Background: an optimization exercise with open tools, aiming at small area and a short achievable clock period. Do not read the settings as production practice.
At most, simulation tests tie the RTL to the original design; equivalence was not proved.
For run 2, only the layout was checked, not whether the RTL still works.
Power figures rest on the tool's default switching activity, not on a simulated workload.

## flow/design.v (module list and top-level ports; edited modules follow where they fit)
// module Decoder: 6 lines
// module DIV_UNIT: 1276 lines
// module MUL_UNIT: 1123 lines
// module LOGIC_UNIT: 8 lines
// module SHIFT_UNIT: 9 lines
// module CMP_UNIT: 10 lines
// module ALU_TOP: 62 lines
module ALU_TOP (
input  wire [15:0] A ,
input  wire [15:0] B ,
input  wire [3:0]  ALU_FUNC ,
input  wire        CLK ,
output reg  [31:0] Arith_OUT ,
output wire        Carry_OUT ,
output reg         Arith_Flag ,
output reg  [15:0] Logic_OUT ,
output reg         Logic_Flag ,
output reg  [15:0] Shift_OUT ,
output reg         Shift_Flag ,
output reg  [2:0]  CMP_OUT ,
output reg         CMP_Flag
);
  // ...
==> flow/flow/run.sh <==
#!/bin/bash
# Layout flow: the standard synthesis, then the combinational logic is
# re-mapped (full-adder polarity chosen to save inverters, other cells
# re-mapped by ABC; flip-flops untouched), proven equivalent to the standard
# netlist, and laid out by the standard flow with small port buffers.
set -euo pipefail
F=$PWD/flow
source $F/params.sh
R=$PWD/orfs/results/sky130hd/ALU_TOP/base
export LIB=$FLOW_HOME/platforms/sky130hd/lib/sky130_fd_sc_hd__tt_025C_1v80.lib
export YOSYS=$(command -v yosys || echo /OpenROAD-flow-scripts/tools/install/yosys/bin/yosys)
export YOSYS_ABC=$(command -v yosys-abc || echo $(dirname $YOSYS)/yosys-abc)

bash standard.sh synth > synth.log 2>&1
cp $R/1_2_yosys.v std_synth.v
python3 $F/fixinv.py std_synth.v fixinv1.v $SOFTEN > fixinv1.log 2>&1
RS_IN=$PWD/fixinv1.v RS_OUT=$PWD/resynth.v RS_LIB=$LIB RS_SCRIPT=$F/$ABC_SCRIPT \
  RS_DONT_USE="$(cat $F/dont_use.txt)" RS_CONSTR=$F/abc.constr \
  $YOSYS -c $F/resynth.tcl > resynth.log 2>&1
python3 $F/fixinv.py resynth.v fixinv2.v > fixinv2.log 2>&1
if bash $F/equiv.sh std_synth.v fixinv2.v $PWD/equiv > equiv.log 2>&1; then
  echo "re-mapped netlist proven equivalent" >> equiv.log
  cp fixinv2.v $R/1_2_yosys.v
  rm -f $R/1_synth.odb $R/1_synth.sdc
else
  echo "equivalence not proven: keeping the standard netlist" >> equiv.log
fi
bash standard.sh "${EXTRA[@]}" finish > layout.log 2>&1
==> flow/flow/abc.constr <==
set_driving_cell sky130_fd_sc_hd__buf_1
set_load 5
==> flow/flow/cutff.py <==
#!/usr/bin/env python3
"""cutff.py IN.v OUT.v: turn every dfxtp flip-flop into a pair of ports
(Q as input ffq_N, D as output ffd_N, N from the sorted instance names)."""
import re, sys
src = open(sys.argv[1]).read()
inst_re = re.compile(r"^\s*(sky130_fd_sc_hd__dfxtp_\w+)\s+(\\\S+\s|\S+)\s*\((.*?)\);", re.S | re.M)
ffs = []
def repl(m):
    pins = dict((p, n.strip()) for p, n in re.findall(r"\.(\w+)\(\s*(.*?)\s*\)\s*(?:,|$)", m.group(3), re.S))
    ffs.append((m.group(2).strip(), pins))
    return ""
body = inst_re.sub(repl, src)
ffs.sort()
esc = lambda s: s + " " if s.startswith("\\") else s
hdr_end = body.index(");") 
ports = ", ".join(f"ffq_{i}, ffd_{i}" for i in range(len(ffs)))
body = body[:hdr_end] + ", " + ports + body[hdr_end:]
decl = "".join(f"  input ffq_{i};\n  output ffd_{i};\n  assign {esc(p['Q'])} = ffq_{i};\n  assign ffd_{i} = {esc(p['D'])};\n" for i, (n, p) in enumerate(ffs))
k = body.rindex("endmodule")
body = body[:k] + decl + body[k:]
open(sys.argv[2], "w").write(body)
sys.stderr.write(f"cutff: {len(ffs)} flip-flops\n")
==> flow/flow/dont_use.txt <==
sky130_fd_sc_hd__probe_p_8 sky130_fd_sc_hd__probec_p_8 sky130_fd_sc_hd__lpflow_bleeder_1 sky130_fd_sc_hd__lpflow_clkbufkapwr_1 sky130_fd_sc_hd__lpflow_clkbufkapwr_16 sky130_fd_sc_hd__lpflow_clkbufkapwr_2 sky130_fd_sc_hd__lpflow_clkbufkapwr_4 sky130_fd_sc_hd__lpflow_clkbufkapwr_8 sky130_fd_sc_hd__lpflow_clkinvkapwr_1 sky130_fd_sc_hd__lpflow_clkinvkapwr_16 sky130_fd_sc_hd__lpflow_clkinvkapwr_2 sky130_fd_sc_hd__lpflow_clkinvkapwr_4 sky130_fd_sc_hd__lpflow_clkinvkapwr_8 sky130_fd_sc_hd__lpflow_decapkapwr_12 sky130_fd_sc_hd__lpflow_decapkapwr_3 sky130_fd_sc_hd__lpflow_decapkapwr_4 sky130_fd_sc_hd__lpflow_decapkapwr_6 sky130_fd_sc_hd__lpflow_decapkapwr_8 sky130_fd_sc_hd__lpflow_inputiso0n_1 sky130_fd_sc_hd__lpflow_inputiso0p_1 sky130_fd_sc_hd__lpflow_inputiso1n_1 sky130_fd_sc_hd__lpflow_inputiso1p_1 sky130_fd_sc_hd__lpflow_inputisolatch_1 sky130_fd_sc_hd__lpflow_isobufsrc_1 sky130_fd_sc_hd__lpflow_isobufsrc_16 sky130_fd_sc_hd__lpflow_isobufsrc_2 sky130_fd_sc_hd__lpflow_isobufsrc_4 sky130_fd_sc_hd__lpflow_isobufsrc_8 sky130_fd_sc_hd__lpflow_isobufsrckapwr_16 sky130_fd_sc_hd__lpflow_lsbuf_lh_hl_isowell_tap_1 sky130_fd_sc_hd__lpflow_lsbuf_lh_hl_isowell_tap_2 sky130_fd_sc_hd__lpflow_lsbuf_lh_hl_isowell_tap_4 sky130_fd_sc_hd__lpflow_lsbuf_lh_isowell_4 sky130_fd_sc_hd__lpflow_lsbuf_lh_isowell_tap_1 sky130_fd_sc_hd__lpflow_lsbuf_lh_isowell_tap_2 sky130_fd_sc_hd__lpflow_lsbuf_lh_isowell_tap_4
==> flow/flow/equiv.sh <==
#!/bin/bash
# equiv.sh GOLD.v GATE.v DIR: prove two sky130 netlists with the same flip-flops equivalent
set -u
T=$3; mkdir -p $T
F=$(dirname "$0")
python3 $F/cutff.py $1 $T/gold.v && python3 $F/cutff.py $2 $T/gate.v || exit 1
cat > $T/eq.ys <<EOT
read_liberty -ignore_miss_func $LIB
read_verilog -noblackbox $T/gold.v
rename ALU_TOP gold
read_verilog -noblackbox $T/gate.v
rename ALU_TOP gate
flatten gold gate
miter -equiv -flatten gold gate miter
hierarchy -top miter
flatten
techmap
aigmap
opt_clean
write_aiger -zinit $T/miter.aig
EOT
$YOSYS $T/eq.ys > $T/eq_yosys.log 2>&1 || exit 1
$YOSYS_ABC -c "read $T/miter.aig; strash; print_stats; iprove" > $T/eq_abc.log 2>&1
grep -q "^UNSATISFIABLE" $T/eq_abc.log
==> flow/flow/fixinv.py <==
#!/usr/bin/env python3
"""Re-choose the polarity of sky130 full adders in a Yosys netlist to need
fewer inverters.

A full adder is self-dual: FA(~a,~b,~c) = (~sum, ~cout).  Each fa cell may be
used in either polarity; a local search picks the polarities that need the
fewest inverters, then every inv_1 (except ones driving ports) is rebuilt:
at most one inverter per signal.  The logic function is unchanged and
flip-flops are not touched.
Usage: fixinv.py IN.v OUT.v
"""
import re, sys, random

OUTPINS = {"X", "Y", "Q", "Q_N", "SUM", "COUT", "HI", "LO"}
INV = "sky130_fd_sc_hd__inv_1"
FA = "sky130_fd_sc_hd__fa_1"

src = open(sys.argv[1]).read()
m = re.search(r"^\s*sky130_fd_sc_hd__\w+\s", src, re.M)
head = src[:m.start()]
body = src[m.start():src.rindex("endmodule")]
if re.search(r"^\s*assign\s", body, re.M):
    sys.exit("fixinv: assign statements in the cell list are not handled")
inst_re = re.compile(r"(sky130_fd_sc_hd__\w+)\s+(\\\S+\s|\S+)\s*\((.*?)\);", re.S)
pin_re = re.compile(r"\.(\w+)\(\s*(.*?)\s*\)\s*(?:,|$)", re.S)
insts = {}
for t, n, pins in inst_re.findall(body):
    insts[n.strip()] = [t, {p: net.strip() for p, net in pin_re.findall(pins)}]
ports = set()
for d, rng, names in re.findall(r"^\s*(input|output|inout)\s+(\[[^\]]+\]\s+)?([^;]+);", head, re.M):
    for nm in names.split(","):
        nm = nm.strip()
        ports.add(nm)
        if rng:
            hi, lo = map(int, re.findall(r"-?\d+", rng))
            for i in range(min(hi, lo), max(hi, lo) + 1):
                ports.add(f"{nm}[{i}]")

drv = {}
for n, (t, pins) in insts.items():
    for p, net in pins.items():
        if p in OUTPINS:
            drv[net] = (n, p)
# inverters that may be rebuilt: inv_1 not driving a port
free_inv = {n for n, (t, pins) in insts.items() if t == INV and pins["Y"] not in ports}
def base_of(net):
    par = 0
    seen = 0
    while net in drv and drv[net][0] in free_inv and seen < 100:
        net = insts[drv[net][0]][1]["A"]
        par ^= 1
        seen += 1
    return net, par
fas = [n for n, (t, _) in insts.items() if t == FA]
fa_idx = {n: i for i, n in enumerate(fas)}
# source variable of each base signal
src_var = {}
for n in fas:
    for p in ("SUM", "COUT"):
        src_var[insts[n][1][p]] = fa_idx[n]
# fas whose outputs reach ports keep their polarity
fixed = set()
# consumers: list of (base, parity, fa index or None, inst, pin)
cons = {}
for n, (t, pins) in insts.items():
    if n in free_inv:
        continue
    for p, net in pins.items():
        if p in OUTPINS:
            continue
        b, par = base_of(net)
        v = fa_idx[n] if t == FA else None
        cons.setdefault(b, []).append((par, v, n, p))
for net in ports:
    if net in drv or net in src_var:
        b, par = base_of(net)
        if b in src_var:
            fixed.add(src_var[b])
x = [0] * len(fas)
def sig_cost(b):
    sp = x[src_var[b]] if b in src_var else 0
    for par, v, _, _ in cons.get(b, ()):
        w = par ^ (x[v] if v is not None else 0)
        if w != sp:
            return 1
    return 0
# signals touched by each fa
touch = [set() for _ in fas]
for b, cl in cons.items():
    for _, v, _, _ in cl:
        if v is not None:
            touch[v].add(b)
for b, v in src_var.items():
    touch[v].add(b)
def total():
    return sum(sig_cost(b) for b in cons)
start = total()
best_x, best = list(x), start
cur = start
rng = random.Random(1)
T = 1.0
for step in range(200000 if fas else 0):
    i = rng.randrange(len(fas))
    if i in fixed:
        continue
    before = sum(sig_cost(b) for b in touch[i])
    x[i] ^= 1
    d = sum(sig_cost(b) for b in touch[i]) - before
    if d <= 0 or rng.random() < pow(2.718, -d / T):
        cur += d
        if cur < best:
            best, best_x = cur, list(x)
    else:
        x[i] ^= 1
    T = max(0.05, T * 0.99997)
x = best_x
sys.stderr.write(f"fixinv: signals needing an inverter {start} -> {total()} "
                 f"({sum(x)} of {len(fas)} full adders flipped; {len(free_inv)} inverters before)\n")
# rebuild
for n in free_inv:
    del insts[n]
cnt = [0]
inv_net = {}
new_wires = []
for b, cl in cons.items():
    sp = x[src_var[b]] if b in src_var else 0
    for par, v, n, p in cl:
        w = par ^ (x[v] if v is not None else 0)
        if w == sp:
            insts[n][1][p] = b
        else:
            if b not in inv_net:
                cnt[0] += 1
                y = f"_fixinv_n{cnt[0]}_"
                new_wires.append(y)
                insts[f"_fixinv_i{cnt[0]}_"] = [INV, {"A": b, "Y": y}]
                inv_net[b] = y
            insts[n][1][p] = inv_net[b]
sys.stderr.write(f"fixinv: inverters now {sum(1 for t, _ in insts.values() if t == INV)}\n")
SOFT = "--soften" in sys.argv
soft_def = ""
if SOFT:
    # full adders whose carry feeds logic other than full adders are handed
    # back to ABC (as plain logic) so it can restructure those paths
    drv2, loads2 = {}, {}
    for n, (t, pins) in insts.items():
        for p, net in pins.items():
            if p in OUTPINS: drv2[net] = n
            else: loads2.setdefault(net, []).append(n)
    def fa_only(net):
        for ln in loads2.get(net, []):
            t = insts[ln][0]
            if t == FA: continue
            if t == INV and all(insts[l2][0] == FA for l2 in loads2.get(insts[ln][1]["Y"], [])): continue
            return False
        return True
    nsoft = 0
    for n, (t, pins) in list(insts.items()):
        if t == FA and ("--soften-all" in sys.argv or not fa_only(pins["COUT"])
                        or ("--soften-sum" in sys.argv and not fa_only(pins["SUM"]))):
            insts[n][0] = "fa_soft"; nsoft += 1
    sys.stderr.write(f"fixinv: {nsoft} full adders handed back as logic\n")
    soft_def = """
module fa_soft (A, B, CIN, SUM, COUT);
  input A, B, CIN;
  output SUM, COUT;
  assign SUM = A ^ B ^ CIN;
  assign COUT = (A & B) | (A & CIN) | (B & CIN);
endmodule
"""
out = [head.rstrip("\n") + "\n"]
for w in new_wires:
    out.append(f"  wire {w};\n")
for n, (t, pins) in insts.items():
    esc = lambda s: s + " " if s.startswith("\\") else s
    pl = ",\n".join(f"    .{p}({esc(net)})" for p, net in pins.items())
    out.append(f"  {t} {esc(n)} (\n{pl}\n  );\n")
out.append("endmodule\n")
out.append(soft_def)
open(sys.argv[2], "w").write("".join(out))
==> flow/flow/params.sh <==
ABC_SCRIPT=resynth.abc
SOFTEN="--soften"
EXTRA=("BUFFER_PORTS_ARGS=-buffer_cell sky130_fd_sc_hd__buf_1" "SETUP_SLACK_MARGIN=74" "TNS_END_PERCENT=10")
==> flow/flow/resynth.abc <==
strash
dc2
dch
map -B 0.9
topo
stime -c
upsize -c
dnsize -c
==> flow/flow/resynth.tcl <==
# Re-map the combinational logic of a synthesized sky130 netlist with ABC.
# Full adders, flip-flops and tie cells stay as they are; every other cell is
# dissolved into its logic function and mapped again.
# env: RS_IN, RS_OUT, RS_LIB, RS_SCRIPT, RS_DONT_USE, RS_CONSTR
yosys -import
set lib $::env(RS_LIB)
read_liberty -ignore_miss_func $lib
read_verilog -noblackbox $::env(RS_IN)
hierarchy -top ALU_TOP
set keep {sky130_fd_sc_hd__fa_1 sky130_fd_sc_hd__dfxtp_1 sky130_fd_sc_hd__conb_1}
foreach c $keep { catch { setattr -mod -set keep_hierarchy 1 $c } }
flatten
foreach c $keep { catch { blackbox $c } }
techmap
opt -fast
opt_clean -purge
set dont {}
foreach c $::env(RS_DONT_USE) { lappend dont -dont_use $c }
abc -liberty $lib {*}$dont -script $::env(RS_SCRIPT) -constr $::env(RS_CONSTR)
opt_clean -purge
hilomap -singleton -hicell sky130_fd_sc_hd__conb_1 HI -locell sky130_fd_sc_hd__conb_1 LO
splitnets
opt_clean -purge
insbuf -buf sky130_fd_sc_hd__buf_2 A X
opt_clean -purge
stat -liberty $lib
write_verilog -noattr -noexpr -nohex -nodec -selected $::env(RS_OUT)
==> flow/standard.sh <==
#!/bin/bash
# synth_recipe.tcl (not shown) runs the flow's synth.tcl, then flattens the netlist and writes it again
# the make line also repeats each setting of config.mk as NAME=value (left out here)
make -C /OpenROAD-flow-scripts/flow DESIGN_CONFIG=/design/flow/config.mk WORK_HOME=/design/flow/orfs CLKGATE_MAP_FILE= SYNTH_SCRIPT=/design/flow/synth_recipe.tcl "${@:-finish}"
==> flow/config.mk <==
export PLATFORM = sky130hd
export DESIGN_NAME = ALU_TOP
export DESIGN_NICKNAME = ALU_TOP
export VERILOG_FILES = /design/flow/design.v
export SDC_FILE = /design/flow/constraint.sdc
export NUM_CORES = 4
export LEC_CHECK = 0
export ABC_AREA = 1
export CAP_MARGIN = 20
export CORE_MARGIN = 2
export CORE_UTILIZATION = 40
export SLEW_MARGIN = 20
==> flow/constraint.sdc <==
create_clock -name core_clock -period 105.0 [get_ports {CLK}]
set_input_delay 21.0000 -clock core_clock [delete_from_list [all_inputs] [get_ports {CLK}]]
set_output_delay 21.0000 -clock core_clock [all_outputs]
set_load 0.01 [all_outputs]
==> impl_metrics.tcl, run 1 <==
set metrics [dict create \
    crit_arrival_ns 32.03 \
    h-tree-depth 3 \
    wl_met3_mm 7.45 \
    fill_cells 4360 \
    netlist_area_mm2 0.0167 \
    syn_inst 2662 \
    root_buffer "clkbuf_16" \
    outcome "finished clean" \
    pg_clk_mw 0.0352 \
    yosys_warnings 1 \
    finalPower_mw 0.352 \
    multi_input_cells 2240 \
    antenna_found_initial 0 \
    fmax_mhz 31.5 \
    wl_met2_mm 31.6 \
    drtAntennaViolNets 0 \
    largestPowerGroup "combinational cells" \
    post-place-ws_ns 71.23 \
    endpoint_kind "register" \
    layout-drive-gt1-share_pct 17.2 \
    sw_frac_of_total_pct 55.3 \
    path_clk_slew_ns 0.07 \
    met1_length_mm 31.2 \
    std_cell_rows 74 \
    p_per_area_mw_per_mm2 17.8 \
    nets 3078 \
    tns_ns 0 \
    cp_data_required_time_ns 105.28 \
    grt_max_degree 67 \
    cpMostUsedCell "nand2_1" \
]
==> inputs of run 2 (changes only) <==
--- a/flow/design.v
+++ b/flow/design.v
@@ -58,6 +58,7 @@
 wire s7_1_g0_1 = s7_1_g1 | (s7_1_p1 & s7_1_g0);
 wire s7_1_p0_1 = s7_1_p1 & s7_1_p0;
 wire [1:0] d7_1 = {p7[1] ^ b1[1] ^ s7_1_g0, p7[0] ^ b1[0] ^ 1'b0};
+wire [1:0] c7_1 = {s7_1_g0, 1'b0};
 wire ge7_1 = fit7_1 & ~s7_1_g0_1;
 wire s7_2_g0 = ~p7[0] & b2[0];
 wire s7_2_g1 = ~p7[1] & b2[1];
@@ -66,6 +67,7 @@
 wire s7_2_g0_1 = s7_2_g1 | (s7_2_p1 & s7_2_g0);
 wire s7_2_p0_1 = s7_2_p1 & s7_2_p0;
 wire [1:0] d7_2 = {p7[1] ^ b2[1] ^ s7_2_g0, p7[0] ^ b2[0] ^ 1'b0};
+wire [1:0] c7_2 = {s7_2_g0, 1'b0};
 wire ge7_2 = fit7_2 & ~s7_2_g0_1;
 wire s7_3_g0 = ~p7[0] & b3[0];
 wire s7_3_g1 = ~p7[1] & b3[1];
@@ -74,6 +76,7 @@
 wire s7_3_g0_1 = s7_3_g1 | (s7_3_p1 & s7_3_g0);
 wire s7_3_p0_1 = s7_3_p1 & s7_3_p0;
 wire [1:0] d7_3 = {p7[1] ^ b3[1] ^ s7_3_g0, p7[0] ^ b3[0] ^ 1'b0};
+wire [1:0] c7_3 = {s7_3_g0, 1'b0};
 wire ge7_3 = fit7_3 & ~s7_3_g0_1;
 assign Q[15] = ge7_2;
 assign Q[14] = ge7_3 | (ge7_1 & ~ge7_2);
@@ -99,6 +102,7 @@
 wire s6_1_g1_3 = s6_1_g0_3 | (s6_1_p0_3 & s6_1_g0_1);
 wire s6_1_p1_3 = s6_1_p0_3 & s6_1_p0_1;
 wire [3:0] d6_1 = {p6[3] ^ b1[3] ^ s6_1_g1_2, p6[2] ^ b1[2] ^ s6_1_g0_1, p6[1] ^ b1[1] ^ s6_1_g0, p6[0] ^ b1[0] ^ 1'b0};
+wire [3:0] c6_1 = {s6_1_g1_2, s6_1_g0_1, s6_1_g0, 1'b0};
 wire ge6_1 = fit6_1 & ~s6_1_g1_3;
 wire s6_2_g0 = ~p6[0] & b2[0];
 wire s6_2_g1 = ~p6[1] & b2[1];
@@ -117,6 +121,7 @@
 wire s6_2_g1_3 = s6_2_g0_3 | (s6_2_p0_3 & s6_2_g0_1);
 wire s6_2_p1_3 = s6_2_p0_3 & s6_2_p0_1;
 wire [3:0] d6_2 = {p6[3] ^ b2[3] ^ s6_2_g1_2, p6[2] ^ b2[2] ^ s6_2_g0_1, p6[1] ^ b2[1] ^ s6_2_g0, p6[0] ^ b2[0] ^ 1'b0};
+wire [3:0] c6_2 = {s6_2_g1_2, s6_2_g0_1, s6_2_g0, 1'b0};
 wire ge6_2 = fit6_2 & ~s6_2_g1_3;
 wire s6_3_g0 = ~p6[0] & b3[0];
 wire s6_3_g1 = ~p6[1] & b3[1];
@@ -135,6 +140,7 @@
 wire s6_3_g1_3 = s6_3_g0_3 | (s6_3_p0_3 & s6_3_g0_1);
 wire s6_3_p1_3 = s6_3_p0_3 & s6_3_p0_1;
 wire [3:0] d6_3 = {p6[3] ^ b3[3] ^ s6_3_g1_2, p6[2] ^ b3[2] ^ s6_3_g0_1, p6[1] ^ b3[1] ^ s6_3_g0, p6[0] ^ b3[0] ^ 1'b0};
+wire [3:0] c6_3 = {s6_3_g1_2, s6_3_g0_1, s6_3_g0, 1'b0};
 wire ge6_3 = fit6_3 & ~s6_3_g1_3;
 assign Q[13] = ge6_2;
 assign Q[12] = ge6_3 | (ge6_1 & ~ge6_2);
@@ -170,6 +176,7 @@
 wire s5_1_g2_5 = s5_1_g0_5 | (s5_1_p0_5 & s5_1_g1_3);
 wire s5_1_p2_5 = s5_1_p0_5 & s5_1_p1_3;
 wire [5:0] d5_1 = {p5[5] ^ b1[5] ^ s5_1_g2_4, p5[4] ^ b1[4] ^ s5_1_g1_3, p5[3] ^ b1[3] ^ s5_1_g1_2, p5[2] ^ b1[2] ^ s5_1_g0_1, p5[1] ^ b1[1] ^ s5_1_g0, p5[0] ^ b1[0] ^ 1'b0};
+wire [5:0] c5_1 = {s5_1_g2_4, s5_1_g1_3, s5_1_g1_2, s5_1_g0_1, s5_1_g0, 1'b0};
 wire ge5_1 = fit5_1 & ~s5_1_g2_5;
 wire s5_2_g0 = ~p5[0] & b2[0];
 wire s5_2_g1 = ~p5[1] & b2[1];
@@ -198,6 +205,7 @@
 wire s5_2_g2_5 = s5_2_g0_5 | (s5_2_p0_5 & s5_2_g1_3);
 wire s5_2_p2_5 = s5_2_p0_5 & s5_2_p1_3;
 wire [5:0] d5_2 = {p5[5] ^ b2[5] ^ s5_2_g2_4, p5[4] ^ b2[4] ^ s5_2_g1_3, p5[3] ^ b2[3] ^ s5_2_g1_2, p5[2] ^ b2[2] ^ s5_2_g0_1, p5[1] ^ b2[1] ^ s5_2_g0, p5[0] ^ b2[0] ^ 1'b0};
+wire [5:0] c5_2 = {s5_2_g2_4, s5_2_g1_3, s5_2_g1_2, s5_2_g0_1, s5_2_g0, 1'b0};
 wire ge5_2 = fit5_2 & ~s5_2_g2_5;
 wire s5_3_g0 = ~p5[0] & b3[0];
 wire s5_3_g1 = ~p5[1] & b3[1];
@@ -226,6 +234,7 @@
 wire s5_3_g2_5 = s5_3_g0_5 | (s5_3_p0_5 & s5_3_g1_3);
 wire s5_3_p2_5 = s5_3_p0_5 & s5_3_p1_3;
 wire [5:0] d5_3 = {p5[5] ^ b3[5] ^ s5_3_g2_4, p5[4] ^ b3[4] ^ s5_3_g1_3, p5[3] ^ b3[3] ^ s5_3_g1_2, p5[2] ^ b3[2] ^ s5_3_g0_1, p5[1] ^ b3[1] ^ s5_3_g0, p5[0] ^ b3[0] ^ 1'b0};
+wire [5:0] c5_3 = {s5_3_g2_4, s5_3_g1_3, s5_3_g1_2, s5_3_g0_1, s5_3_g0, 1'b0};
 wire ge5_3 = fit5_3 & ~s5_3_g2_5;
 assign Q[11] = ge5_2;
 assign Q[10] = ge5_3 | (ge5_1 & ~ge5_2);
@@ -275,6 +284,7 @@
 wire s4_1_g2_7 = s4_1_g1_7 | (s4_1_p1_7 & s4_1_g1_3);
 wire s4_1_p2_7 = s4_1_p1_7 & s4_1_p1_3;
 wire [7:0] d4_1 = {p4[7] ^ b1[7] ^ s4_1_g2_6, p4[6] ^ b1[6] ^ s4_1_g2_5, p4[5] ^ b1[5] ^ s4_1_g2_4, p4[4] ^ b1[4] ^ s4_1_g1_3, p4[3] ^ b1[3] ^ s4_1_g1_2, p4[2] ^ b1[2] ^ s4_1_g0_1, p4[1] ^ b1[1] ^ s4_1_g0, p4[0] ^ b1[0] ^ 1'b0};
+wire [7:0] c4_1 = {s4_1_g2_6, s4_1_g2_5, s4_1_g2_4, s4_1_g1_3, s4_1_g1_2, s4_1_g0_1, s4_1_g0, 1'b0};
 wire ge4_1 = fit4_1 & ~s4_1_g2_7;
 wire s4_2_g0 = ~p4[0] & b2[0];
 wire s4_2_g1 = ~p4[1] & b2[1];
@@ -317,6 +327,7 @@
 wire s4_2_g2_7 = s4_2_g1_7 | (s4_2_p1_7 & s4_2_g1_3);
 wire s4_2_p2_7 = s4_2_p1_7 & s4_2_p1_3;
 wire [7:0] d4_2 = {p4[7] ^ b2[7] ^ s4_2_g2_6, p4[6] ^ b2[6] ^ s4_2_g2_5, p4[5] ^ b2[5] ^ s4_2_g2_4, p4[4] ^ b2[4] ^ s4_2_g1_3, p4[3] ^ b2[3] ^ s4_2_g1_2, p4[2] ^ b2[2] ^ s4_2_g0_1, p4[1] ^ b2[1] ^ s4_2_g0, p4[0] ^ b2[0] ^ 1'b0};
+wire [7:0] c4_2 = {s4_2_g2_6, s4_2_g2_5, s4_2_g2_4, s4_2_g1_3, s4_2_g1_2, s4_2_g0_1, s4_2_g0, 1'b0};
 wire ge4_2 = fit4_2 & ~s4_2_g2_7;
 wire s4_3_g0 = ~p4[0] & b3[0];
 wire s4_3_g1 = ~p4[1] & b3[1];
@@ -359,6 +370,7 @@
 wire s4_3_g2_7 = s4_3_g1_7 | (s4_3_p1_7 & s4_3_g1_3);
 wire s4_3_p2_7 = s4_3_p1_7 & s4_3_p1_3;
 wire [7:0] d4_3 = {p4[7] ^ b3[7] ^ s4_3_g2_6, p4[6] ^ b3[6] ^ s4_3_g2_5, p4[5] ^ b3[5] ^ s4_3_g2_4, p4[4] ^ b3[4] ^ s4_3_g1_3, p4[3] ^ b3[3] ^ s4_3_g1_2, p4[2] ^ b3[2] ^ s4_3_g0_1, p4[1] ^ b3[1] ^ s4_3_g0, p4[0] ^ b3[0] ^ 1'b0};
+wire [7:0] c4_3 = {s4_3_g2_6, s4_3_g2_5, s4_3_g2_4, s4_3_g1_3, s4_3_g1_2, s4_3_g0_1, s4_3_g0, 1'b0};
 wire ge4_3 = fit4_3 & ~s4_3_g2_7;
 assign Q[9] = ge4_2;
 assign Q[8] = ge4_3 | (ge4_1 & ~ge4_2);
@@ -418,6 +430,7 @@
 wire s3_1_g3_9 = s3_1_g0_9 | (s3_1_p0_9 & s3_1_g2_7);
 wire s3_1_p3_9 = s3_1_p0_9 & s3_1_p2_7;
 wire [9:0] d3_1 = {p3[9] ^ b1[9] ^ s3_1_g3_8, p3[8] ^ b1[8] ^ s3_1_g2_7, p3[7] ^ b1[7] ^ s3_1_g2_6, p3[6] ^ b1[6] ^ s3_1_g2_5, p3[5] ^ b1[5] ^ s3_1_g2_4, p3[4] ^ b1[4] ^ s3_1_g1_3, p3[3] ^ b1[3] ^ s3_1_g1_2, p3[2] ^ b1[2] ^ s3_1_g0_1, p3[1] ^ b1[1] ^ s3_1_g0, p3[0] ^ b1[0] ^ 1'b0};
+wire [9:0] c3_1 = {s3_1_g3_8, s3_1_g2_7, s3_1_g2_6, s3_1_g2_5, s3_1_g2_4, s3_1_g1_3, s3_1_g1_2, s3_1_g0_1, s3_1_g0, 1'b0};
 wire ge3_1 = fit3_1 & ~s3_1_g3_9;
 wire s3_2_g0 = ~p3[0] & b2[0];
 wire s3_2_g1 = ~p3[1] & b2[1];
@@ -470,6 +483,7 @@
 wire s3_2_g3_9 = s3_2_g0_9 | (s3_2_p0_9 & s3_2_g2_7);
 wire s3_2_p3_9 = s3_2_p0_9 & s3_2_p2_7;
 wire [9:0] d3_2 = {p3[9] ^ b2[9] ^ s3_2_g3_8, p3[8] ^ b2[8] ^ s3_2_g2_7, p3[7] ^ b2[7] ^ s3_2_g2_6, p3[6] ^ b2[6] ^ s3_2_g2_5, p3[5] ^ b2[5] ^ s3_2_g2_4, p3[4] ^ b2[4] ^ s3_2_g1_3, p3[3] ^ b2[3] ^ s3_2_g1_2, p3[2] ^ b2[2] ^ s3_2_g0_1, p3[1] ^ b2[1] ^ s3_2_g0, p3[0] ^ b2[0] ^ 1'b0};
+wire [9:0] c3_2 = {s3_2_g3_8, s3_2_g2_7, s3_2_g2_6, s3_2_g2_5, s3_2_g2_4, s3_2_g1_3, s3_2_g1_2, s3_2_g0_1, s3_2_g0, 1'b0};
 wire ge3_2 = fit3_2 & ~s3_2_g3_9;
 wire s3_3_g0 = ~p3[0] & b3[0];
 wire s3_3_g1 = ~p3[1] & b3[1];
@@ -522,6 +536,7 @@
 wire s3_3_g3_9 = s3_3_g0_9 | (s3_3_p0_9 & s3_3_g2_7);
 wire s3_3_p3_9 = s3_3_p0_9 & s3_3_p2_7;
 wire [9:0] d3_3 = {p3[9] ^ b3[9] ^ s3_3_g3_8, p3[8] ^ b3[8] ^ s3_3_g2_7, p3[7] ^ b3[7] ^ s3_3_g2_6, p3[6] ^ b3[6] ^ s3_3_g2_5, p3[5] ^ b3[5] ^ s3_3_g2_4, p3[4] ^ b3[4] ^ s3_3_g1_3, p3[3] ^ b3[3] ^ s3_3_g1_2, p3[2] ^ b3[2] ^ s3_3_g0_1, p3[1] ^ b3[1] ^ s3_3_g0, p3[0] ^ b3[0] ^ 1'b0};
+wire [9:0] c3_3 = {s3_3_g3_8, s3_3_g2_7, s3_3_g2_6, s3_3_g2_5, s3_3_g2_4, s3_3_g1_3, s3_3_g1_2, s3_3_g0_1, s3_3_g0, 1'b0};
 wire ge3_3 = fit3_3 & ~s3_3_g3_9;
 assign Q[7] = ge3_2;
 assign Q[6] = ge3_3 | (ge3_1 & ~ge3_2);
@@ -595,6 +610,7 @@
 wire s2_1_g3_11 = s2_1_g1_11 | (s2_1_p1_11 & s2_1_g2_7);
 wire s2_1_p3_11 = s2_1_p1_11 & s2_1_p2_7;
 wire [11:0] d2_1 = {p2[11] ^ b1[11] ^ s2_1_g3_10, p2[10] ^ b1[10] ^ s2_1_g3_9, p2[9] ^ b1[9] ^ s2_1_g3_8, p2[8] ^ b1[8] ^ s2_1_g2_7, p2[7] ^ b1[7] ^ s2_1_g2_6, p2[6] ^ b1[6] ^ s2_1_g2_5, p2[5] ^ b1[5] ^ s2_1_g2_4, p2[4] ^ b1[4] ^ s2_1_g1_3, p2[3] ^ b1[3] ^ s2_1_g1_2, p2[2] ^ b1[2] ^ s2_1_g0_1, p2[1] ^ b1[1] ^ s2_1_g0, p2[0] ^ b1[0] ^ 1'b0};
+wire [11:0] c2_1 = {s2_1_g3_10, s2_1_g3_9, s2_1_g3_8, s2_1_g2_7, s2_1_g2_6, s2_1_g2_5, s2_1_g2_4, s2_1_g1_3, s2_1_g1_2, s2_1_g0_1, s2_1_g0, 1'b0};
 wire ge2_1 = fit2_1 & ~s2_1_g3_11;
 wire s2_2_g0 = ~p2[0] & b2[0];
 wire s2_2_g1 = ~p2[1] & b2[1];
@@ -661,6 +677,7 @@
 wire s2_2_g3_11 = s2_2_g1_11 | (s2_2_p1_11 & s2_2_g2_7);
 wire s2_2_p3_11 = s2_2_p1_11 & s2_2_p2_7;
 wire [11:0] d2_2 = {p2[11] ^ b2[11] ^ s2_2_g3_10, p2[10] ^ b2[10] ^ s2_2_g3_9, p2[9] ^ b2[9] ^ s2_2_g3_8, p2[8] ^ b2[8] ^ s2_2_g2_7, p2[7] ^ b2[7] ^ s2_2_g2_6, p2[6] ^ b2[6] ^ s2_2_g2_5, p2[5] ^ b2[5] ^ s2_2_g2_4, p2[4] ^ b2[4] ^ s2_2_g1_3, p2[3] ^ b2[3] ^ s2_2_g1_2, p2[2] ^ b2[2] ^ s2_2_g0_1, p2[1] ^ b2[1] ^ s2_2_g0, p2[0] ^ b2[0] ^ 1'b0};
+wire [11:0] c2_2 = {s2_2_g3_10, s2_2_g3_9, s2_2_g3_8, s2_2_g2_7, s2_2_g2_6, s2_2_g2_5, s2_2_g2_4, s2_2_g1_3, s2_2_g1_2, s2_2_g0_1, s2_2_g0, 1'b0};
 wire ge2_2 = fit2_2 & ~s2_2_g3_11;
 wire s2_3_g0 = ~p2[0] & b3[0];
 wire s2_3_g1 = ~p2[1] & b3[1];
@@ -727,10 +744,14 @@
 wire s2_3_g3_11 = s2_3_g1_11 | (s2_3_p1_11 & s2_3_g2_7);
 wire s2_3_p3_11 = s2_3_p1_11 & s2_3_p2_7;
 wire [11:0] d2_3 = {p2[11] ^ b3[11] ^ s2_3_g3_10, p2[10] ^ b3[10] ^ s2_3_g3_9, p2[9] ^ b3[9] ^ s2_3_g3_8, p2[8] ^ b3[8] ^ s2_3_g2_7, p2[7] ^ b3[7] ^ s2_3_g2_6, p2[6] ^ b3[6] ^ s2_3_g2_5, p2[5] ^ b3[5] ^ s2_3_g2_4, p2[4] ^ b3[4] ^ s2_3_g1_3, p2[3] ^ b3[3] ^ s2_3_g1_2, p2[2] ^ b3[2] ^ s2_3_g0_1, p2[1] ^ b3[1] ^ s2_3_g0, p2[0] ^ b3[0] ^ 1'b0};
+wire [11:0] c2_3 = {s2_3_g3_10, s2_3_g3_9, s2_3_g3_8, s2_3_g2_7, s2_3_g2_6, s2_3_g2_5, s2_3_g2_4, s2_3_g1_3, s2_3_g1_2, s2_3_g0_1, s2_3_g0, 1'b0};
 wire ge2_3 = fit2_3 & ~s2_3_g3_11;
 assign Q[5] = ge2_2;
 assign Q[4] = ge2_3 | (ge2_1 & ~ge2_2);
-wire [15:0] r2 = {ge2_3 ? d2_3 : ge2_2 ? d2_2 : ge2_1 ? d2_1 : p2, r3[3:0]};
+wire sel2_3 = ge2_3;
+wire sel2_2 = ge2_2 & ~ge2_3;
+wire sel2_1 = ge2_1 & ~ge2_2;
+wire [15:0] r2 = {p2[11] ^ ((sel2_1 & (b1[11] ^ c2_1[11])) | (sel2_2 & (b2[11] ^ c2_2[11])) | (sel2_3 & (b3[11] ^ c2_3[11]))), p2[10] ^ ((sel2_1 & (b1[10] ^ c2_1[10])) | (sel2_2 & (b2[10] ^ c2_2[10])) | (sel2_3 & (b3[10] ^ c2_3[10]))), p2[9] ^ ((sel2_1 & (b1[9] ^ c2_1[9])) | (sel2_2 & (b2[9] ^ c2_2[9])) | (sel2_3 & (b3[9] ^ c2_3[9]))), p2[8] ^ ((sel2_1 & (b1[8] ^ c2_1[8])) | (sel2_2 & (b2[8] ^ c2_2[8])) | (sel2_3 & (b3[8] ^ c2_3[8]))), p2[7] ^ ((sel2_1 & (b1[7] ^ c2_1[7])) | (sel2_2 & (b2[7] ^ c2_2[7])) | (sel2_3 & (b3[7] ^ c2_3[7]))), p2[6] ^ ((sel2_1 & (b1[6] ^ c2_1[6])) | (sel2_2 & (b2[6] ^ c2_2[6])) | (sel2_3 & (b3[6] ^ c2_3[6]))), p2[5] ^ ((sel2_1 & (b1[5] ^ c2_1[5])) | (sel2_2 & (b2[5] ^ c2_2[5])) | (sel2_3 & (b3[5] ^ c2_3[5]))), p2[4] ^ ((sel2_1 & (b1[4] ^ c2_1[4])) | (sel2_2 & (b2[4] ^ c2_2[4])) | (sel2_3 & (b3[4] ^ c2_3[4]))), p2[3] ^ ((sel2_1 & (b1[3] ^ c2_1[3])) | (sel2_2 & (b2[3] ^ c2_2[3])) | (sel2_3 & (b3[3] ^ c2_3[3]))), p2[2] ^ ((sel2_1 & (b1[2] ^ c2_1[2])) | (sel2_2 & (b2[2] ^ c2_2[2])) | (sel2_3 & (b3[2] ^ c2_3[2]))), p2[1] ^ ((sel2_1 & (b1[1] ^ c2_1[1])) | (sel2_2 & (b2[1] ^ c2_2[1])) | (sel2_3 & (b3[1] ^ c2_3[1]))), p2[0] ^ ((sel2_1 & (b1[0] ^ c2_1[0])) | (sel2_2 & (b2[0] ^ c2_2[0])) | (sel2_3 & (b3[0] ^ c2_3[0]))), r3[3:0]};
 wire [13:0] p1 = r2[15:2];
 wire fit1_1 = (B <= 16'd16383);
 wire fit1_2 = (B <= 16'd8191);
@@ -814,6 +835,7 @@
 wire s1_1_g3_13 = s1_1_g2_13 | (s1_1_p2_13 & s1_1_g2_7);
 wire s1_1_p3_13 = s1_1_p2_13 & s1_1_p2_7;
 wire [13:0] d1_1 = {p1[13] ^ b1[13] ^ s1_1_g3_12, p1[12] ^ b1[12] ^ s1_1_g3_11, p1[11] ^ b1[11] ^ s1_1_g3_10, p1[10] ^ b1[10] ^ s1_1_g3_9, p1[9] ^ b1[9] ^ s1_1_g3_8, p1[8] ^ b1[8] ^ s1_1_g2_7, p1[7] ^ b1[7] ^ s1_1_g2_6, p1[6] ^ b1[6] ^ s1_1_g2_5, p1[5] ^ b1[5] ^ s1_1_g2_4, p1[4] ^ b1[4] ^ s1_1_g1_3, p1[3] ^ b1[3] ^ s1_1_g1_2, p1[2] ^ b1[2] ^ s1_1_g0_1, p1[1] ^ b1[1] ^ s1_1_g0, p1[0] ^ b1[0] ^ 1'b0};
+wire [13:0] c1_1 = {s1_1_g3_12, s1_1_g3_11, s1_1_g3_10, s1_1_g3_9, s1_1_g3_8, s1_1_g2_7, s1_1_g2_6, s1_1_g2_5, s1_1_g2_4, s1_1_g1_3, s1_1_g1_2, s1_1_g0_1, s1_1_g0, 1'b0};
 wire ge1_1 = fit1_1 & ~s1_1_g3_13;
 wire s1_2_g0 = ~p1[0] & b2[0];
 wire s1_2_g1 = ~p1[1] & b2[1];
@@ -894,6 +916,7 @@
 wire s1_2_g3_13 = s1_2_g2_13 | (s1_2_p2_13 & s1_2_g2_7);
 wire s1_2_p3_13 = s1_2_p2_13 & s1_2_p2_7;
 wire [13:0] d1_2 = {p1[13] ^ b2[13] ^ s1_2_g3_12, p1[12] ^ b2[12] ^ s1_2_g3_11, p1[11] ^ b2[11] ^ s1_2_g3_10, p1[10] ^ b2[10] ^ s1_2_g3_9, p1[9] ^ b2[9] ^ s1_2_g3_8, p1[8] ^ b2[8] ^ s1_2_g2_7, p1[7] ^ b2[7] ^ s1_2_g2_6, p1[6] ^ b2[6] ^ s1_2_g2_5, p1[5] ^ b2[5] ^ s1_2_g2_4, p1[4] ^ b2[4] ^ s1_2_g1_3, p1[3] ^ b2[3] ^ s1_2_g1_2, p1[2] ^ b2[2] ^ s1_2_g0_1, p1[1] ^ b2[1] ^ s1_2_g0, p1[0] ^ b2[0] ^ 1'b0};
+wire [13:0] c1_2 = {s1_2_g3_12, s1_2_g3_11, s1_2_g3_10, s1_2_g3_9, s1_2_g3_8, s1_2_g2_7, s1_2_g2_6, s1_2_g2_5, s1_2_g2_4, s1_2_g1_3, s1_2_g1_2, s1_2_g0_1, s1_2_g0, 1'b0};
 wire ge1_2 = fit1_2 & ~s1_2_g3_13;
 wire s1_3_g0 = ~p1[0] & b3[0];
 wire s1_3_g1 = ~p1[1] & b3[1];
@@ -974,10 +997,14 @@
 wire s1_3_g3_13 = s1_3_g2_13 | (s1_3_p2_13 & s1_3_g2_7);
 wire s1_3_p3_13 = s1_3_p2_13 & s1_3_p2_7;
 wire [13:0] d1_3 = {p1[13] ^ b3[13] ^ s1_3_g3_12, p1[12] ^ b3[12] ^ s1_3_g3_11, p1[11] ^ b3[11] ^ s1_3_g3_10, p1[10] ^ b3[10] ^ s1_3_g3_9, p1[9] ^ b3[9] ^ s1_3_g3_8, p1[8] ^ b3[8] ^ s1_3_g2_7, p1[7] ^ b3[7] ^ s1_3_g2_6, p1[6] ^ b3[6] ^ s1_3_g2_5, p1[5] ^ b3[5] ^ s1_3_g2_4, p1[4] ^ b3[4] ^ s1_3_g1_3, p1[3] ^ b3[3] ^ s1_3_g1_2, p1[2] ^ b3[2] ^ s1_3_g0_1, p1[1] ^ b3[1] ^ s1_3_g0, p1[0] ^ b3[0] ^ 1'b0};
+wire [13:0] c1_3 = {s1_3_g3_12, s1_3_g3_11, s1_3_g3_10, s1_3_g3_9, s1_3_g3_8, s1_3_g2_7, s1_3_g2_6, s1_3_g2_5, s1_3_g2_4, s1_3_g1_3, s1_3_g1_2, s1_3_g0_1, s1_3_g0, 1'b0};
 wire ge1_3 = fit1_3 & ~s1_3_g3_13;
 assign Q[3] = ge1_2;
 assign Q[2] = ge1_3 | (ge1_1 & ~ge1_2);
-wire [15:0] r1 = {ge1_3 ? d1_3 : ge1_2 ? d1_2 : ge1_1 ? d1_1 : p1, r2[1:0]};
+wire sel1_3 = ge1_3;
+wire sel1_2 = ge1_2 & ~ge1_3;
+wire sel1_1 = ge1_1 & ~ge1_2;
+wire [15:0] r1 = {p1[13] ^ ((sel1_1 & (b1[13] ^ c1_1[13])) | (sel1_2 & (b2[13] ^ c1_2[13])) | (sel1_3 & (b3[13] ^ c1_3[13]))), p1[12] ^ ((sel1_1 & (b1[12] ^ c1_1[12])) | (sel1_2 & (b2[12] ^ c1_2[12])) | (sel1_3 & (b3[12] ^ c1_3[12]))), p1[11] ^ ((sel1_1 & (b1[11] ^ c1_1[11])) | (sel1_2 & (b2[11] ^ c1_2[11])) | (sel1_3 & (b3[11] ^ c1_3[11]))), p1[10] ^ ((sel1_1 & (b1[10] ^ c1_1[10])) | (sel1_2 & (b2[10] ^ c1_2[10])) | (sel1_3 & (b3[10] ^ c1_3[10]))), p1[9] ^ ((sel1_1 & (b1[9] ^ c1_1[9])) | (sel1_2 & (b2[9] ^ c1_2[9])) | (sel1_3 & (b3[9] ^ c1_3[9]))), p1[8] ^ ((sel1_1 & (b1[8] ^ c1_1[8])) | (sel1_2 & (b2[8] ^ c1_2[8])) | (sel1_3 & (b3[8] ^ c1_3[8]))), p1[7] ^ ((sel1_1 & (b1[7] ^ c1_1[7])) | (sel1_2 & (b2[7] ^ c1_2[7])) | (sel1_3 & (b3[7] ^ c1_3[7]))), p1[6] ^ ((sel1_1 & (b1[6] ^ c1_1[6])) | (sel1_2 & (b2[6] ^ c1_2[6])) | (sel1_3 & (b3[6] ^ c1_3[6]))), p1[5] ^ ((sel1_1 & (b1[5] ^ c1_1[5])) | (sel1_2 & (b2[5] ^ c1_2[5])) | (sel1_3 & (b3[5] ^ c1_3[5]))), p1[4] ^ ((sel1_1 & (b1[4] ^ c1_1[4])) | (sel1_2 & (b2[4] ^ c1_2[4])) | (sel1_3 & (b3[4] ^ c1_3[4]))), p1[3] ^ ((sel1_1 & (b1[3] ^ c1_1[3])) | (sel1_2 & (b2[3] ^ c1_2[3])) | (sel1_3 & (b3[3] ^ c1_3[3]))), p1[2] ^ ((sel1_1 & (b1[2] ^ c1_1[2])) | (sel1_2 & (b2[2] ^ c1_2[2])) | (sel1_3 & (b3[2] ^ c1_3[2]))), p1[1] ^ ((sel1_1 & (b1[1] ^ c1_1[1])) | (sel1_2 & (b2[1] ^ c1_2[1])) | (sel1_3 & (b3[1] ^ c1_3[1]))), p1[0] ^ ((sel1_1 & (b1[0] ^ c1_1[0])) | (sel1_2 & (b2[0] ^ c1_2[0])) | (sel1_3 & (b3[0] ^ c1_3[0]))), r2[1:0]};
 wire [15:0] p0 = r1[15:0];
 wire fit0_1 = (B <= 16'd65535);
 wire fit0_2 = (B <= 16'd32767);
@@ -1079,6 +1106,7 @@
 wire s0_1_g3_15 = s0_1_g2_15 | (s0_1_p2_15 & s0_1_g2_7);
 wire s0_1_p3_15 = s0_1_p2_15 & s0_1_p2_7;
 wire [15:0] d0_1 = {p0[15] ^ b1[15] ^ s0_1_g3_14, p0[14] ^ b1[14] ^ s0_1_g3_13, p0[13] ^ b1[13] ^ s0_1_g3_12, p0[12] ^ b1[12] ^ s0_1_g3_11, p0[11] ^ b1[11] ^ s0_1_g3_10, p0[10] ^ b1[10] ^ s0_1_g3_9, p0[9] ^ b1[9] ^ s0_1_g3_8, p0[8] ^ b1[8] ^ s0_1_g2_7, p0[7] ^ b1[7] ^ s0_1_g2_6, p0[6] ^ b1[6] ^ s0_1_g2_5, p0[5] ^ b1[5] ^ s0_1_g2_4, p0[4] ^ b1[4] ^ s0_1_g1_3, p0[3] ^ b1[3] ^ s0_1_g1_2, p0[2] ^ b1[2] ^ s0_1_g0_1, p0[1] ^ b1[1] ^ s0_1_g0, p0[0] ^ b1[0] ^ 1'b0};
+wire [15:0] c0_1 = {s0_1_g3_14, s0_1_g3_13, s0_1_g3_12, s0_1_g3_11, s0_1_g3_10, s0_1_g3_9, s0_1_g3_8, s0_1_g2_7, s0_1_g2_6, s0_1_g2_5, s0_1_g2_4, s0_1_g1_3, s0_1_g1_2, s0_1_g0_1, s0_1_g0, 1'b0};
 wire ge0_1 = fit0_1 & ~s0_1_g3_15;
 wire s0_2_g0 = ~p0[0] & b2[0];
 wire s0_2_g1 = ~p0[1] & b2[1];
@@ -1177,6 +1205,7 @@
 wire s0_2_g3_15 = s0_2_g2_15 | (s0_2_p2_15 & s0_2_g2_7);
 wire s0_2_p3_15 = s0_2_p2_15 & s0_2_p2_7;
 wire [15:0] d0_2 = {p0[15] ^ b2[15] ^ s0_2_g3_14, p0[14] ^ b2[14] ^ s0_2_g3_13, p0[13] ^ b2[13] ^ s0_2_g3_12, p0[12] ^ b2[12] ^ s0_2_g3_11, p0[11] ^ b2[11] ^ s0_2_g3_10, p0[10] ^ b2[10] ^ s0_2_g3_9, p0[9] ^ b2[9] ^ s0_2_g3_8, p0[8] ^ b2[8] ^ s0_2_g2_7, p0[7] ^ b2[7] ^ s0_2_g2_6, p0[6] ^ b2[6] ^ s0_2_g2_5, p0[5] ^ b2[5] ^ s0_2_g2_4, p0[4] ^ b2[4] ^ s0_2_g1_3, p0[3] ^ b2[3] ^ s0_2_g1_2, p0[2] ^ b2[2] ^ s0_2_g0_1, p0[1] ^ b2[1] ^ s0_2_g0, p0[0] ^ b2[0] ^ 1'b0};
+wire [15:0] c0_2 = {s0_2_g3_14, s0_2_g3_13, s0_2_g3_12, s0_2_g3_11, s0_2_g3_10, s0_2_g3_9, s0_2_g3_8, s0_2_g2_7, s0_2_g2_6, s0_2_g2_5, s0_2_g2_4, s0_2_g1_3, s0_2_g1_2, s0_2_g0_1, s0_2_g0, 1'b0};
 wire ge0_2 = fit0_2 & ~s0_2_g3_15;
 wire s0_3_g0 = ~p0[0] & b3[0];
 wire s0_3_g1 = ~p0[1] & b3[1];
@@ -1275,10 +1304,14 @@
 wire s0_3_g3_15 = s0_3_g2_15 | (s0_3_p2_15 & s0_3_g2_7);
 wire s0_3_p3_15 = s0_3_p2_15 & s0_3_p2_7;
 wire [15:0] d0_3 = {p0[15] ^ b3[15] ^ s0_3_g3_14, p0[14] ^ b3[14] ^ s0_3_g3_13, p0[13] ^ b3[13] ^ s0_3_g3_12, p0[12] ^ b3[12] ^ s0_3_g3_11, p0[11] ^ b3[11] ^ s0_3_g3_10, p0[10] ^ b3[10] ^ s0_3_g3_9, p0[9] ^ b3[9] ^ s0_3_g3_8, p0[8] ^ b3[8] ^ s0_3_g2_7, p0[7] ^ b3[7] ^ s0_3_g2_6, p0[6] ^ b3[6] ^ s0_3_g2_5, p0[5] ^ b3[5] ^ s0_3_g2_4, p0[4] ^ b3[4] ^ s0_3_g1_3, p0[3] ^ b3[3] ^ s0_3_g1_2, p0[2] ^ b3[2] ^ s0_3_g0_1, p0[1] ^ b3[1] ^ s0_3_g0, p0[0] ^ b3[0] ^ 1'b0};
+wire [15:0] c0_3 = {s0_3_g3_14, s0_3_g3_13, s0_3_g3_12, s0_3_g3_11, s0_3_g3_10, s0_3_g3_9, s0_3_g3_8, s0_3_g2_7, s0_3_g2_6, s0_3_g2_5, s0_3_g2_4, s0_3_g1_3, s0_3_g1_2, s0_3_g0_1, s0_3_g0, 1'b0};
 wire ge0_3 = fit0_3 & ~s0_3_g3_15;
 assign Q[1] = ge0_2;
 assign Q[0] = ge0_3 | (ge0_1 & ~ge0_2);
-wire [15:0] r0 = {ge0_3 ? d0_3 : ge0_2 ? d0_2 : ge0_1 ? d0_1 : p0};
+wire sel0_3 = ge0_3;
+wire sel0_2 = ge0_2 & ~ge0_3;
+wire sel0_1 = ge0_1 & ~ge0_2;
+wire [15:0] r0 = {p0[15] ^ ((sel0_1 & (b1[15] ^ c0_1[15])) | (sel0_2 & (b2[15] ^ c0_2[15])) | (sel0_3 & (b3[15] ^ c0_3[15]))), p0[14] ^ ((sel0_1 & (b1[14] ^ c0_1[14])) | (sel0_2 & (b2[14] ^ c0_2[14])) | (sel0_3 & (b3[14] ^ c0_3[14]))), p0[13] ^ ((sel0_1 & (b1[13] ^ c0_1[13])) | (sel0_2 & (b2[13] ^ c0_2[13])) | (sel0_3 & (b3[13] ^ c0_3[13]))), p0[12] ^ ((sel0_1 & (b1[12] ^ c0_1[12])) | (sel0_2 & (b2[12] ^ c0_2[12])) | (sel0_3 & (b3[12] ^ c0_3[12]))), p0[11] ^ ((sel0_1 & (b1[11] ^ c0_1[11])) | (sel0_2 & (b2[11] ^ c0_2[11])) | (sel0_3 & (b3[11] ^ c0_3[11]))), p0[10] ^ ((sel0_1 & (b1[10] ^ c0_1[10])) | (sel0_2 & (b2[10] ^ c0_2[10])) | (sel0_3 & (b3[10] ^ c0_3[10]))), p0[9] ^ ((sel0_1 & (b1[9] ^ c0_1[9])) | (sel0_2 & (b2[9] ^ c0_2[9])) | (sel0_3 & (b3[9] ^ c0_3[9]))), p0[8] ^ ((sel0_1 & (b1[8] ^ c0_1[8])) | (sel0_2 & (b2[8] ^ c0_2[8])) | (sel0_3 & (b3[8] ^ c0_3[8]))), p0[7] ^ ((sel0_1 & (b1[7] ^ c0_1[7])) | (sel0_2 & (b2[7] ^ c0_2[7])) | (sel0_3 & (b3[7] ^ c0_3[7]))), p0[6] ^ ((sel0_1 & (b1[6] ^ c0_1[6])) | (sel0_2 & (b2[6] ^ c0_2[6])) | (sel0_3 & (b3[6] ^ c0_3[6]))), p0[5] ^ ((sel0_1 & (b1[5] ^ c0_1[5])) | (sel0_2 & (b2[5] ^ c0_2[5])) | (sel0_3 & (b3[5] ^ c0_3[5]))), p0[4] ^ ((sel0_1 & (b1[4] ^ c0_1[4])) | (sel0_2 & (b2[4] ^ c0_2[4])) | (sel0_3 & (b3[4] ^ c0_3[4]))), p0[3] ^ ((sel0_1 & (b1[3] ^ c0_1[3])) | (sel0_2 & (b2[3] ^ c0_2[3])) | (sel0_3 & (b3[3] ^ c0_3[3]))), p0[2] ^ ((sel0_1 & (b1[2] ^ c0_1[2])) | (sel0_2 & (b2[2] ^ c0_2[2])) | (sel0_3 & (b3[2] ^ c0_3[2]))), p0[1] ^ ((sel0_1 & (b1[1] ^ c0_1[1])) | (sel0_2 & (b2[1] ^ c0_2[1])) | (sel0_3 & (b3[1] ^ c0_3[1]))), p0[0] ^ ((sel0_1 & (b1[0] ^ c0_1[0])) | (sel0_2 & (b2[0] ^ c0_2[0])) | (sel0_3 & (b3[0] ^ c0_3[0])))};
 endmodule
 module MUL_UNIT (
 input  wire [15:0] A ,
==> flow/flow/params.sh (replaced) <==
ABC_SCRIPT=resynth.abc
SOFTEN="--soften"
EXTRA=("BUFFER_PORTS_ARGS=-buffer_cell sky130_fd_sc_hd__buf_1")
==> impl_metrics.tcl, run 2 <==
set metrics [dict create \
    hpwlAfterDp_mm 52.6 \
    fmax_mhz 28.6 \
    finalHoldViolations 0 \
    root_buffer "clkbuf_16" \
    fin_area_mm2 0.0177 \
    vdd_drop_max_mv 0.0153 \
    setup_violations 0 \
    hold_path.class "in -> reg" \
    dpl.cell_count 3260 \
    cts_tree "done" \
    largest_registers "Arith_OUT (32), Logic_OUT (16), Shift_OUT (16)" \
    start_kind "input pin" \
    grt_pass1_vias 17751 \
    crit_arrival_ns 35.20 \
    drc 0 \
    cp_data_required_time_ns 105.28 \
    fin_crit_sh_pct 33.3 \
    rsz0062_at_grt "no" \
    layout_commonest_cell "nand2_1" \
    period_minus_slack_ns 34.92 \
    antenna_found_initial 0 \
    nets 2912 \
    place.gp.congestion 0.986 \
    diodes 0 \
    drtAntennaViolNets 0 \
    syn_area_per_cell_um2 6.18 \
    io_pins 109 \
    maxCapViolCount 0 \
    grt_max_degree 65 \
    drt_wl_total_mm 69.8 \
    layout-drive-gt1-share_pct 8.43 \
    hold_ws_ns 20.97 \
    path_class "in -> reg" \
    io_buffers 107 \
    endpoint_kind "register" \
    post_cts_resized 0 \
    tns_ns 0 \
    mostFrequentLayoutCells "nand2_1, clkinv_1, nand3_1" \
    fp.dieArea_mm2 0.0414 \
    start_util_pct 40.2 \
    syn_inst 2574 \
    setup_ws_ns 70.08 \
    gr-usage-all-layers_pct 33.4 \
    die_h_um 203 \
    finalPower_mw 0.328 \
    cpMostUsedCell "nand2_1" \
    instances_no_fill 3276 \
    syn-num-nets 2740 \
    cts_hold_buf 0 \
    worstPathMaxFanout 13 \
    cp_slowest_cell "o21ai_0" \
    fill_cells 4270 \
    cts_buffers 9 \
    h-tree-depth 3 \
    slew_viol_final 0 \
    clock_path_buffers 2 \
    p_per_area_mw_per_mm2 18.5 \
    worstMarginPinSlew_ns 1.05 \
    core-area_mm2 0.0395 \
    path_clk_slew_ns 0.07 \
    largest_reg_flops 32 \
    netlist_area_mm2 0.0159 \
    leakagePower_nw 7.75 \
    std_cell_rows 73 \
    vias 18878 \
    post_cts_buffers 0 \
    slew_headroom_pct 29.9 \
    max_stage_delay_ns 0.62 \
    firstDrtPassIters 8 \
    post-place-ws_ns 70.24 \
    yosys_warnings 1 \
    grt_pass1_wl_mm 105 \
    regMostFlops "Arith_OUT" \
    outcome "finished clean" \
    post_drt_wl_per_cell_um 21.3 \
    cts_sinks 70 \
    placed_area_mm2 0.0174 \
    die_width_um 203 \
    final_util_pct 44.7 \
    via_per_inst 5.76 \
    drtIter0Drc 1707 \
    grt_overflow 0 \
    syn_to_final_growth_pct 11.1 \
]
## run 2: worst max-delay path: cells and delay by family
| family | cells | cell delay [ns] |
|---|---|---|
| buffers and inverters | 9 | 1.62 |
| AO/OA/AOI/OAI | 10 | 2.00 |
| XOR/XNOR | 1 | 0.39 |
| AND/OR/NAND/NOR | 84 | 10.15 |
## run 2: final cells by class
cell class / count / area [um^2] / area share [%]
well taps: 525 / 657 / 3.71
clock inverters: 7 / 62.6 / 0.354
clock buffers: 9 / 225 / 1.27
multi-input cells: 2159 / 13200 / 74.5
inverters: 343 / 1340 / 7.55
repair buffers: 163 / 828 / 4.68
flip-flops and latches: 70 / 1400 / 7.92
## run 2: layer usage
layer  vias to the layer above  share of wire (%)  global-route usage, %
met3                       177                 10                   6.09
met2                       998                 42                   50.4
met1                      8857                 43                   46.6
met5                         -                  0                      0
met4                         0                4.6                   14.3
li1                       8846                  -                      -
## run 2: report_power, final
| part | leakage [nW] | internal, mW | total, mW | switching (mW) |
|---|---|---|---|---|
| logic | 7.04 | 0.0967 | 0.265 | 0.169 |
| registers | 0.574 | 0.0304 | 0.0316 | 0.00121 |
| clock network | 0.139 | 0.0165 | 0.0311 | 0.0146 |
## run 2: worst paths after layout
check | startpoint | slack [ns] | end | depth (start not counted)
worst max-delay path | B[12] | 70.08 | Arith_OUT[0] | 104
worst min-delay path | ALU_FUNC[2] | 20.97 | CMP_Flag | 2

port drivers added, routing unchanged:
How much do the figures lean on ideal ports? The routed layouts below were timed once more, with nothing changed but the port constraints. Step 1 (the two cells are an assumption about what drives the block):
set clk [get_ports {CLK}]
set_driving_cell -lib_cell sky130_fd_sc_hd__clkbuf_16 $clk
set_driving_cell -lib_cell sky130_fd_sc_hd__buf_2 [delete_from_list [all_inputs] $clk]
Step 2 moves the port delays by t, midway between the first and last clock arrival at a register: inputs arrive t later, outputs are due t later. That takes back most of the time a late clock gives input paths. Three values: ideal ports, drivers, drivers and shift; two values: the first two.
| run | t (ns) | slack for setup (ns) | worst hold slack (ns) | latest minus earliest clock arrival (ns) | worst data-port slew with drivers (ns) |
|---|---|---|---|---|---|
| run 1 | 0.399 | 73.244 / 73.272 / 72.873 | 20.975 / 20.953 / 21.352 | 0.015 / 0.015 | 0.04 |
| run 2 | 0.411 | 70.081 / 70.095 / 69.684 | 20.968 / 20.946 / 21.358 | 0.009 / 0.009 | 0.05 |
After both steps every run listed still meets setup and hold. For run 2, which loses most, drivers alone change the setup slack by +0.014 ns; drivers and shift together by -0.397 ns.
